This design comes from an exercise in tuning for small area on the open sky130 flow, not from production work. Only simulation tests tie the RTL to the original design; equivalence was not proved. No driver is modelled on the clock port, so clocking that relies on it looks cheaper here than on a real chip. Power is estimated from default activity; no workload was simulated.

==> inputs of run a <==
// ad7606
module ad7606
#(
    parameter USR_CLK_CYCLE_NS = 20,
              T_CYCLE_NS       = 5000,
              T_RESET_NS       = 50,
              T_CONV_MIN_NS    = 3450,
              T_CONV_MAX_NS    = 4150,
              T1_NS            = 40,
              T2_NS            = 25,
              T10_NS           = 25,
              T11_NS           = 15,
              T14_NS           = 25,
              T15_NS           = 6,
              T26_NS           = 25
)
(
    input wire         usr_trigger,
    input wire         usr_clk,
    input wire         usr_rst,
    output reg [15: 0] usr_channel1,
    output reg [15: 0] usr_channel2,
    output reg [15: 0] usr_channel3,
    output reg [15: 0] usr_channel4,
    output reg [15: 0] usr_channel5,
    output reg [15: 0] usr_channel6,
    output reg [15: 0] usr_channel7,
    output reg [15: 0] usr_channel8,
    output wire [3: 0] usr_error,
    output wire        usr_sampling,
    output wire        usr_ready,
    input wire         hw_busy,
    input wire         hw_first_data,
    input wire [15: 0] hw_data,
    output wire        hw_convst,
    output wire        hw_rd,
    output wire        hw_cs,
    output wire        hw_range,
    output wire [2: 0] hw_os,
    output wire        hw_mode_select,
    output wire        hw_reset,
    output wire        hw_stby_n
);
export LEC_CHECK = 0
export CAP_MARGIN = 20
export CORE_MARGIN = 2
export CORE_UTILIZATION = 40
export SLEW_MARGIN = 20
create_clock -name core_clock -period 20.0 [get_ports {usr_clk}]
standard.sh (not shown) runs the stock make flow with config.mk's settings and CLKGATE_MAP_FILE= SYNTH_SCRIPT=/design/flow/synth_recipe.tcl, a recipe that flattens the netlist after the stock synthesis.
==> flow/flow/run.sh <==
#!/bin/bash
# Own layout flow: the standard flow (standard.sh) with these changes
#  - after the standard synthesis, the combinational logic is re-mapped for area by ABC
#    (flow/remap.tcl, flow/area.abc); registers keep their cells and names
#  - port buffers use the smallest buffer cell (buf_1)
#  - synthesis' upsized gates are set back to the smallest drive before placement
#    (flow/downsize.tcl); repair_design fixes any slew/cap violation afterwards
#  - clock tree from clkbuf_8 without dummy balancing loads
# Each tool's output goes to a log file of its own in the work folder.
set -euo pipefail
here=$(pwd)
res=$here/orfs/results/$FLOW_PLATFORM/ad7606/base
yosys_bin=$FLOW_HOME/../tools/install/yosys/bin/yosys
[[ -x $yosys_bin ]] || yosys_bin=yosys
args=(
  "BUFFER_PORTS_ARGS=-buffer_cell sky130_fd_sc_hd__buf_1"
  "PRE_GLOBAL_PLACE_TCL=$here/flow/downsize.tcl"
  "CTS_ARGS=-sink_clustering_enable -repair_clock_nets -dont_use_dummy_load -buf_list sky130_fd_sc_hd__clkbuf_8"
)
bash standard.sh "${args[@]}" synth > make_synth.log 2>&1
cp "$res/1_2_yosys.v" "$here/standard_synth.v"
REMAP_IN=$here/standard_synth.v REMAP_OUT=$here/remapped.v REMAP_TOP=$FLOW_TOP \
REMAP_SCRIPT=$here/flow/area.abc \
REMAP_LIB=$FLOW_HOME/platforms/$FLOW_PLATFORM/lib/sky130_fd_sc_hd__tt_025C_1v80.lib \
REMAP_DONTUSE="sky130_fd_sc_hd__probe_p_8 sky130_fd_sc_hd__probec_p_8 sky130_fd_sc_hd__lpflow_*" \
  "$yosys_bin" -c "$here/flow/remap.tcl" > yosys_remap.log 2>&1
REMAP_OUT=$here/remapped.v REMAP_TOP=$FLOW_TOP \
REMAP_LIB=$FLOW_HOME/platforms/$FLOW_PLATFORM/lib/sky130_fd_sc_hd__tt_025C_1v80.lib \
  "$yosys_bin" -c "$here/flow/check.tcl" > yosys_check.log 2>&1
cp "$here/remapped.v" "$res/1_2_yosys.v"
bash standard.sh "${args[@]}" finish > make_finish.log 2>&1
==> flow/flow/area.abc <==
&get -n
&st
&syn3
&dch
&nf -R 1000 -p
&put
mfs3 -a
Other scripts of this flow, unchanged in this note and not shown: flow/flow/check.tcl, flow/flow/downsize.tcl, flow/flow/remap.tcl
==> run b (differences from run a) <==
--- a/flow/design.v
+++ b/flow/design.v
@@ -57,23 +57,24 @@
 wire wcc    = (ph == PH_WCC);
 wire rdc    = (ph == PH_READ);
 wire [3: 0] k  = cnt[3: 0];
 wire [3: 0] ch = cnt[7: 4];
 wire ch0       = (ch == 4'd0);
-wire por       = idle & ~cnt[3] & ~(cnt[2] & (cnt[1] | cnt[0]));           
-wire arst      = pend | por;                                               
-wire rst_done  = cnt[3] & cnt[2] & (cnt[1] | cnt[0]);                      
-wire rdy_hold  = cnt[3] & cnt[2] & cnt[1];                                 
 wire trig_edge = trg[1] & ~trg[2];
 wire busy_s    = bsy[1];
 wire fd_s      = fdt[1];
-wire idle0     = rdc & cnt[7] & cnt[1] & cnt[0];
-wire rd_step   = rdc & (k[3] | (k[2] & k[1]));                             
+wire por       = idle & cnt[7];                                            
+wire arst      = pend | por;                                               
+wire idle_go   = ~cnt[7] & cnt[3] & (cnt[1] | trig_edge);                  
+wire idle_hold = ~cnt[7] & cnt[3] & cnt[0];                                
+wire cvw_busy  = cnt[3] | cnt[2];                                          
+wire idle0     = rdc & cnt[7] & cnt[1];
+wire rd_step   = rdc & ((cnt[3] & ~(cnt[2] & cnt[1] & cnt[0])) | (~cnt[3] & cnt[2] & (cnt[1] | cnt[0])));   
 wire fd_ok     = ch0 ? fd_s : ~fd_s;
-wire err_fd    = rd_step & ~fd_ok & k[3] & k[2];                           
+wire err_fd    = rd_step & ~fd_ok & cnt[3] & cnt[1] & cnt[0];              
 wire err_conv  = wcc & busy_s & cnt[7] & cnt[6] & cnt[5] & cnt[3];         
-wire err_start = cvw & ~busy_s & cnt[3] & cnt[2] & cnt[0];                 
+wire err_start = cvw & ~busy_s & cnt[3] & cnt[0];                          
 wire err_fast  = ~idle & ~idle0 & trig_edge;
 wire [2: 0] new_code = err_fd    ? 3'd2 :
                        err_conv  ? 3'd1 :
                        err_start ? 3'd5 :
                        err_fast  ? 3'd6 : 3'd0;
@@ -86,42 +87,41 @@
 end
 always @(posedge usr_clk) begin
     if (arst) trg <= 3'b0;
     else      trg <= {trg[1: 0], usr_trigger};
 end
+wire [7: 0] cnt_inc = cnt + 8'd1;
 always @(posedge usr_clk or negedge usr_rst) begin
     if (!usr_rst) begin
         ph   <= PH_IDLE;
-        cnt  <= 8'd0;
+        cnt  <= 8'd251;
         pend <= 1'b0;
         code <= 3'd0;
     end else begin
         pend <= ~arst & any_err;
         if (~idle & ~pend) code <= new_code;
         if (pend) begin
             ph  <= PH_IDLE;
-            cnt <= 8'd5;
+            cnt <= 8'd0;
         end else begin
             case (ph)
                 PH_IDLE: begin
-                    if (trig_edge & rst_done) begin ph <= PH_CVW; cnt <= 8'd4; end
-                    else if (~rdy_hold) cnt <= cnt + 8'd1;
+                    if (idle_go) begin ph <= PH_CVW; cnt <= 8'd0; end
+                    else if (~idle_hold) cnt <= cnt_inc;
                 end
                 PH_CVW: begin
-                    if (busy_s & cnt[3]) begin ph <= PH_WCC; cnt <= 8'd0; end
-                    else cnt <= cnt + 8'd1;
+                    if (busy_s & cvw_busy) begin ph <= PH_WCC; cnt <= 8'd0; end
+                    else cnt <= cnt_inc;
                 end
                 PH_WCC: begin
-                    if (~busy_s) begin ph <= PH_READ; cnt <= 8'd1; end
-                    else cnt <= cnt + 8'd1;
+                    if (~busy_s) begin ph <= PH_READ; cnt <= 8'd0; end
+                    else cnt <= cnt_inc;
                 end
                 default: begin
-                    if (idle0) begin
-                        if (trig_edge) begin ph <= PH_CVW; cnt <= 8'd3; end
-                        else begin ph <= PH_IDLE; cnt <= 8'd14; end
-                    end else if (rd_step & fd_ok) cnt <= {ch + 4'd1, 4'd0};
-                    else cnt <= cnt + 8'd1;
+                    if (idle0) begin ph <= PH_IDLE; cnt <= {6'd2, trig_edge, 1'b1}; end
+                    else if (rd_step & fd_ok) cnt <= cnt | 8'h0f;
+                    else cnt <= cnt_inc;
                 end
             endcase
         end
     end
 end
@@ -140,16 +140,16 @@
 always @(posedge usr_clk or negedge usr_rst) if (!usr_rst) usr_channel4 <= 16'b0; else usr_channel4 <= ({16{ld[3]}} & dat2) | ({16{hd[3]}} & usr_channel4);
 always @(posedge usr_clk or negedge usr_rst) if (!usr_rst) usr_channel5 <= 16'b0; else usr_channel5 <= ({16{ld[4]}} & dat2) | ({16{hd[4]}} & usr_channel5);
 always @(posedge usr_clk or negedge usr_rst) if (!usr_rst) usr_channel6 <= 16'b0; else usr_channel6 <= ({16{ld[5]}} & dat2) | ({16{hd[5]}} & usr_channel6);
 always @(posedge usr_clk or negedge usr_rst) if (!usr_rst) usr_channel7 <= 16'b0; else usr_channel7 <= ({16{ld[6]}} & dat2) | ({16{hd[6]}} & usr_channel7);
 always @(posedge usr_clk or negedge usr_rst) if (!usr_rst) usr_channel8 <= 16'b0; else usr_channel8 <= ({16{ld[7]}} & dat2) | ({16{hd[7]}} & usr_channel8);
-assign usr_sampling   = (cvw & (cnt[3] | (cnt[2] & (cnt[1] | cnt[0])))) | wcc | (rdc & ~idle0);
+assign usr_sampling   = (cvw & (cnt[3] | cnt[2] | cnt[1] | cnt[0])) | wcc | (rdc & ~idle0);
 assign hw_cs          = ~usr_sampling;
-assign hw_convst      = ~(cvw & ~cnt[3] & cnt[2] & (cnt[1] | cnt[0]));
-assign hw_rd          = ~rdc | (k == 4'd2) | ((k == 4'd1) & ch0) | ((k == 4'd3) & ~ch0);
-assign hw_reset       = idle & ((~cnt[3] & cnt[2] & cnt[1]) | (cnt[3] & ~(cnt[2] & (cnt[1] | cnt[0]))));
-assign usr_ready      = ~idle | rdy_hold;
+assign hw_convst      = ~(cvw & ~cnt[3] & ~cnt[2] & (cnt[1] | cnt[0]));
+assign hw_rd          = ~rdc | (k == 4'd1) | ((k == 4'd0) & ch0) | ((k == 4'd2) & ~ch0);
+assign hw_reset       = idle & ~cnt[7] & ~cnt[3] & (cnt[2] | cnt[1] | cnt[0]);
+assign usr_ready      = ~idle | (~cnt[7] & cnt[3] & cnt[0]);
 assign usr_error      = {1'b0, pend ? 3'd0 : code};
 assign hw_range       = 1'b1;
 assign hw_os          = 3'b000;
 assign hw_mode_select = 1'b0;
 assign hw_stby_n      = 1'b1;
--- a/flow/flow/run.sh
+++ b/flow/flow/run.sh
@@ -3,20 +3,22 @@
 #  - after the standard synthesis, the combinational logic is re-mapped for area by ABC
 #    (flow/remap.tcl, flow/area.abc); registers keep their cells and names
 #  - port buffers use the smallest buffer cell (buf_1)
 #  - synthesis' upsized gates are set back to the smallest drive before placement
 #    (flow/downsize.tcl); repair_design fixes any slew/cap violation afterwards
-#  - clock tree from clkbuf_8 without dummy balancing loads
+#  - clock tree from clkbuf_8 without dummy balancing loads; after CTS each clock buffer
+#    gets the smallest clkbuf that keeps flip-flop clock slews under 110 ps (flow/post_cts.tcl)
 # Each tool's output goes to a log file of its own in the work folder.
 set -euo pipefail
 here=$(pwd)
 res=$here/orfs/results/$FLOW_PLATFORM/ad7606/base
 yosys_bin=$FLOW_HOME/../tools/install/yosys/bin/yosys
 [[ -x $yosys_bin ]] || yosys_bin=yosys
 args=(
   "BUFFER_PORTS_ARGS=-buffer_cell sky130_fd_sc_hd__buf_1"
   "PRE_GLOBAL_PLACE_TCL=$here/flow/downsize.tcl"
+  "POST_CTS_TCL=$here/flow/post_cts.tcl"
   "CTS_ARGS=-sink_clustering_enable -repair_clock_nets -dont_use_dummy_load -buf_list sky130_fd_sc_hd__clkbuf_8"
 )
 bash standard.sh "${args[@]}" synth > make_synth.log 2>&1
 cp "$res/1_2_yosys.v" "$here/standard_synth.v"
 REMAP_IN=$here/standard_synth.v REMAP_OUT=$here/remapped.v REMAP_TOP=$FLOW_TOP \
==> flow/flow/area.abc (replaced) <==
&get -n
&st
&deepsyn -T 60
&nf -R 1000 -p
&put
mfs3 -a
==> flow/flow/post_cts.tcl (new file) <==
proc clk_sink_slew {} {
  set worst 0.0
  foreach pin [all_registers -clock_pins] {
    foreach p {slew_max_rise slew_max_fall} {
      set s [get_property $pin $p]
      if {$s > $worst} { set worst $s }
    }
  }
  return $worst
}
set limit 0.110
estimate_parasitics -placement
puts "clock resize: worst flop clock slew before [clk_sink_slew]"
set bufs [get_cells -filter "ref_name =~ sky130_fd_sc_hd__clkbuf_*"]
# clock tree buffers that drive flip-flops first, then the ones above them
set leaves {}
set upper {}
foreach inst $bufs {
  if {![string match "clkbuf_*" [get_full_name $inst]]} { continue }
  set out [get_pins -of_objects $inst -filter "direction == output"]
  set loads [get_pins -of_objects [get_nets -of_objects $out] -filter "direction == input"]
  set to_buf 0
  foreach l $loads {
    if {[string match "sky130_fd_sc_hd__clkbuf_*" [get_property [get_cells -of_objects $l] ref_name]]} { set to_buf 1 }
  }
  if {$to_buf} { lappend upper $inst } else { lappend leaves $inst }
}
set clkbufs [concat $leaves $upper]
set changed 0
foreach inst $clkbufs {
  set name [get_full_name $inst]
  set orig [get_property $inst ref_name]
  foreach cand {sky130_fd_sc_hd__clkbuf_2 sky130_fd_sc_hd__clkbuf_4} {
    if {$cand eq $orig} { break }
    replace_cell $name $cand
    estimate_parasitics -placement
    if {[clk_sink_slew] <= $limit} { incr changed; break }
    replace_cell $name $orig
    estimate_parasitics -placement
  }
}
puts "clock resize: $changed buffers made smaller, worst flop clock slew after [clk_sink_slew]"
==> run c (differences from run a) <==
--- a/flow/design.v
+++ b/flow/design.v
@@ -57,23 +57,24 @@
 wire wcc    = (ph == PH_WCC);
 wire rdc    = (ph == PH_READ);
 wire [3: 0] k  = cnt[3: 0];
 wire [3: 0] ch = cnt[7: 4];
 wire ch0       = (ch == 4'd0);
-wire por       = idle & ~cnt[3] & ~(cnt[2] & (cnt[1] | cnt[0]));           
-wire arst      = pend | por;                                               
-wire rst_done  = cnt[3] & cnt[2] & (cnt[1] | cnt[0]);                      
-wire rdy_hold  = cnt[3] & cnt[2] & cnt[1];                                 
 wire trig_edge = trg[1] & ~trg[2];
 wire busy_s    = bsy[1];
 wire fd_s      = fdt[1];
-wire idle0     = rdc & cnt[7] & cnt[1] & cnt[0];
-wire rd_step   = rdc & (k[3] | (k[2] & k[1]));                             
+wire por       = idle & cnt[7];                                            
+wire arst      = pend | por;                                               
+wire idle_go   = ~cnt[7] & cnt[3] & (cnt[1] | trig_edge);                  
+wire idle_hold = ~cnt[7] & cnt[3] & cnt[0];                                
+wire cvw_busy  = cnt[3] | cnt[2];                                          
+wire idle0     = rdc & cnt[7] & cnt[1];
+wire rd_step   = rdc & ((cnt[3] & ~(cnt[2] & cnt[1] & cnt[0])) | (~cnt[3] & cnt[2] & (cnt[1] | cnt[0])));   
 wire fd_ok     = ch0 ? fd_s : ~fd_s;
-wire err_fd    = rd_step & ~fd_ok & k[3] & k[2];                           
+wire err_fd    = rd_step & ~fd_ok & cnt[3] & cnt[1] & cnt[0];              
 wire err_conv  = wcc & busy_s & cnt[7] & cnt[6] & cnt[5] & cnt[3];         
-wire err_start = cvw & ~busy_s & cnt[3] & cnt[2] & cnt[0];                 
+wire err_start = cvw & ~busy_s & cnt[3] & cnt[0];                          
 wire err_fast  = ~idle & ~idle0 & trig_edge;
 wire [2: 0] new_code = err_fd    ? 3'd2 :
                        err_conv  ? 3'd1 :
                        err_start ? 3'd5 :
                        err_fast  ? 3'd6 : 3'd0;
@@ -86,42 +87,41 @@
 end
 always @(posedge usr_clk) begin
     if (arst) trg <= 3'b0;
     else      trg <= {trg[1: 0], usr_trigger};
 end
+wire [7: 0] cnt_inc = cnt + 8'd1;
 always @(posedge usr_clk or negedge usr_rst) begin
     if (!usr_rst) begin
         ph   <= PH_IDLE;
-        cnt  <= 8'd0;
+        cnt  <= 8'd251;
         pend <= 1'b0;
         code <= 3'd0;
     end else begin
         pend <= ~arst & any_err;
         if (~idle & ~pend) code <= new_code;
         if (pend) begin
             ph  <= PH_IDLE;
-            cnt <= 8'd5;
+            cnt <= 8'd0;
         end else begin
             case (ph)
                 PH_IDLE: begin
-                    if (trig_edge & rst_done) begin ph <= PH_CVW; cnt <= 8'd4; end
-                    else if (~rdy_hold) cnt <= cnt + 8'd1;
+                    if (idle_go) begin ph <= PH_CVW; cnt <= 8'd0; end
+                    else if (~idle_hold) cnt <= cnt_inc;
                 end
                 PH_CVW: begin
-                    if (busy_s & cnt[3]) begin ph <= PH_WCC; cnt <= 8'd0; end
-                    else cnt <= cnt + 8'd1;
+                    if (busy_s & cvw_busy) begin ph <= PH_WCC; cnt <= 8'd0; end
+                    else cnt <= cnt_inc;
                 end
                 PH_WCC: begin
-                    if (~busy_s) begin ph <= PH_READ; cnt <= 8'd1; end
-                    else cnt <= cnt + 8'd1;
+                    if (~busy_s) begin ph <= PH_READ; cnt <= 8'd0; end
+                    else cnt <= cnt_inc;
                 end
                 default: begin
-                    if (idle0) begin
-                        if (trig_edge) begin ph <= PH_CVW; cnt <= 8'd3; end
-                        else begin ph <= PH_IDLE; cnt <= 8'd14; end
-                    end else if (rd_step & fd_ok) cnt <= {ch + 4'd1, 4'd0};
-                    else cnt <= cnt + 8'd1;
+                    if (idle0) begin ph <= PH_IDLE; cnt <= {6'd2, trig_edge, 1'b1}; end
+                    else if (rd_step & fd_ok) cnt <= cnt | 8'h0f;
+                    else cnt <= cnt_inc;
                 end
             endcase
         end
     end
 end
@@ -140,16 +140,16 @@
 always @(posedge usr_clk or negedge usr_rst) if (!usr_rst) usr_channel4 <= 16'b0; else usr_channel4 <= ({16{ld[3]}} & dat2) | ({16{hd[3]}} & usr_channel4);
 always @(posedge usr_clk or negedge usr_rst) if (!usr_rst) usr_channel5 <= 16'b0; else usr_channel5 <= ({16{ld[4]}} & dat2) | ({16{hd[4]}} & usr_channel5);
 always @(posedge usr_clk or negedge usr_rst) if (!usr_rst) usr_channel6 <= 16'b0; else usr_channel6 <= ({16{ld[5]}} & dat2) | ({16{hd[5]}} & usr_channel6);
 always @(posedge usr_clk or negedge usr_rst) if (!usr_rst) usr_channel7 <= 16'b0; else usr_channel7 <= ({16{ld[6]}} & dat2) | ({16{hd[6]}} & usr_channel7);
 always @(posedge usr_clk or negedge usr_rst) if (!usr_rst) usr_channel8 <= 16'b0; else usr_channel8 <= ({16{ld[7]}} & dat2) | ({16{hd[7]}} & usr_channel8);
-assign usr_sampling   = (cvw & (cnt[3] | (cnt[2] & (cnt[1] | cnt[0])))) | wcc | (rdc & ~idle0);
+assign usr_sampling   = (cvw & (cnt[3] | cnt[2] | cnt[1] | cnt[0])) | wcc | (rdc & ~idle0);
 assign hw_cs          = ~usr_sampling;
-assign hw_convst      = ~(cvw & ~cnt[3] & cnt[2] & (cnt[1] | cnt[0]));
-assign hw_rd          = ~rdc | (k == 4'd2) | ((k == 4'd1) & ch0) | ((k == 4'd3) & ~ch0);
-assign hw_reset       = idle & ((~cnt[3] & cnt[2] & cnt[1]) | (cnt[3] & ~(cnt[2] & (cnt[1] | cnt[0]))));
-assign usr_ready      = ~idle | rdy_hold;
+assign hw_convst      = ~(cvw & ~cnt[3] & ~cnt[2] & (cnt[1] | cnt[0]));
+assign hw_rd          = ~rdc | (k == 4'd1) | ((k == 4'd0) & ch0) | ((k == 4'd2) & ~ch0);
+assign hw_reset       = idle & ~cnt[7] & ~cnt[3] & (cnt[2] | cnt[1] | cnt[0]);
+assign usr_ready      = ~idle | (~cnt[7] & cnt[3] & cnt[0]);
 assign usr_error      = {1'b0, pend ? 3'd0 : code};
 assign hw_range       = 1'b1;
 assign hw_os          = 3'b000;
 assign hw_mode_select = 1'b0;
 assign hw_stby_n      = 1'b1;
--- a/flow/flow/run.sh
+++ b/flow/flow/run.sh
@@ -13,10 +13,11 @@
 yosys_bin=$FLOW_HOME/../tools/install/yosys/bin/yosys
 [[ -x $yosys_bin ]] || yosys_bin=yosys
 args=(
   "BUFFER_PORTS_ARGS=-buffer_cell sky130_fd_sc_hd__buf_1"
   "PRE_GLOBAL_PLACE_TCL=$here/flow/downsize.tcl"
+  "GPL_KEEP_OVERFLOW=0"
   "CTS_ARGS=-sink_clustering_enable -repair_clock_nets -dont_use_dummy_load -buf_list sky130_fd_sc_hd__clkbuf_8"
 )
 bash standard.sh "${args[@]}" synth > make_synth.log 2>&1
 cp "$res/1_2_yosys.v" "$here/standard_synth.v"
 REMAP_IN=$here/standard_synth.v REMAP_OUT=$here/remapped.v REMAP_TOP=$FLOW_TOP \
==> flow/flow/area.abc (replaced) <==
&get -n
&st
&deepsyn -T 60
&nf -R 1000 -p
&put
mfs3 -a
==> qor summary <==
| item | run b | run a | run c |
|---|---|---|---|
| Relative contribution of the clock network to total power | 23.4% | 19.6% | 23.8% |
| Total routed wire length on the met1 layer | 7499 um | 8200 um | 7354 um |
| Clock-cell share of area | 2.742% | 3.120% | 3.179% |
| Switching part of the total | 31.83% | 40.41% | 32.29% |
| Filler instances | 1319 | 1439 | 1347 |
| Source of the worst register-to-register timing path | cnt[0] | ph[1] | cnt[1] |
| Reg-to-reg endpoint | usr_channel3[9] | usr_channel1[2] | usr_channel4[14] |
| Number of buffers on the longest clock path | - | 2 | 2 |
| Post-layout power | 0.7240 mW | 0.9415 mW | 0.7684 mW |
| Minimum setup slack after placement | 14.22 ns | 14.19 ns | 14.22 ns |
| Routability congestion estimate from global placement | 0.8201 | 0.8923 | 0.8295 |
| Global-route wire length before repair | 25170 um | 28380 um | 26680 um |
| CTS H-Tree Depth | - | 4 | 4 |
| Synth Area per Inst | 14.63 um^2 | 13.33 um^2 | 14.56 um^2 |
| Result of the run | no timing/DRC/antenna violations | no timing/DRC/antenna violations | no timing/DRC/antenna violations |
| Max-Slew Margin vs Limit | 33.13% | 22.43% | 33.05% |
| Initial antenna violation count | 0 | 0 | 1 |

## what the ideal ports hide
No port has a modelled driver above. Below, the same layouts with a new extraction and two added sets of constraints.
Step 1: set_driving_cell puts a clkbuf_16 on usr_clk and a buf_2 on each other input, an assumption about the parent block.
Step 2, shift: input delay + t, output delay - t, t = (earliest + latest rising clock arrival at the registers) / 2. This alone moves slack from input paths to output paths.
a / b / c = no drivers / after step 1 / after step 2; a / b = the first two.
run	shift t [ns]	setup WS [ns]	latest minus earliest clock arrival (ns)
run a	0.482	13.824 / 13.786 / 14.268	0.030 / 0.030
run b	0.611	13.787 / 13.756 / 14.367	0.038 / 0.037
run c	0.483	13.696 / 13.659 / 14.142	0.021 / 0.022
After both steps setup and hold are still met in every run listed.
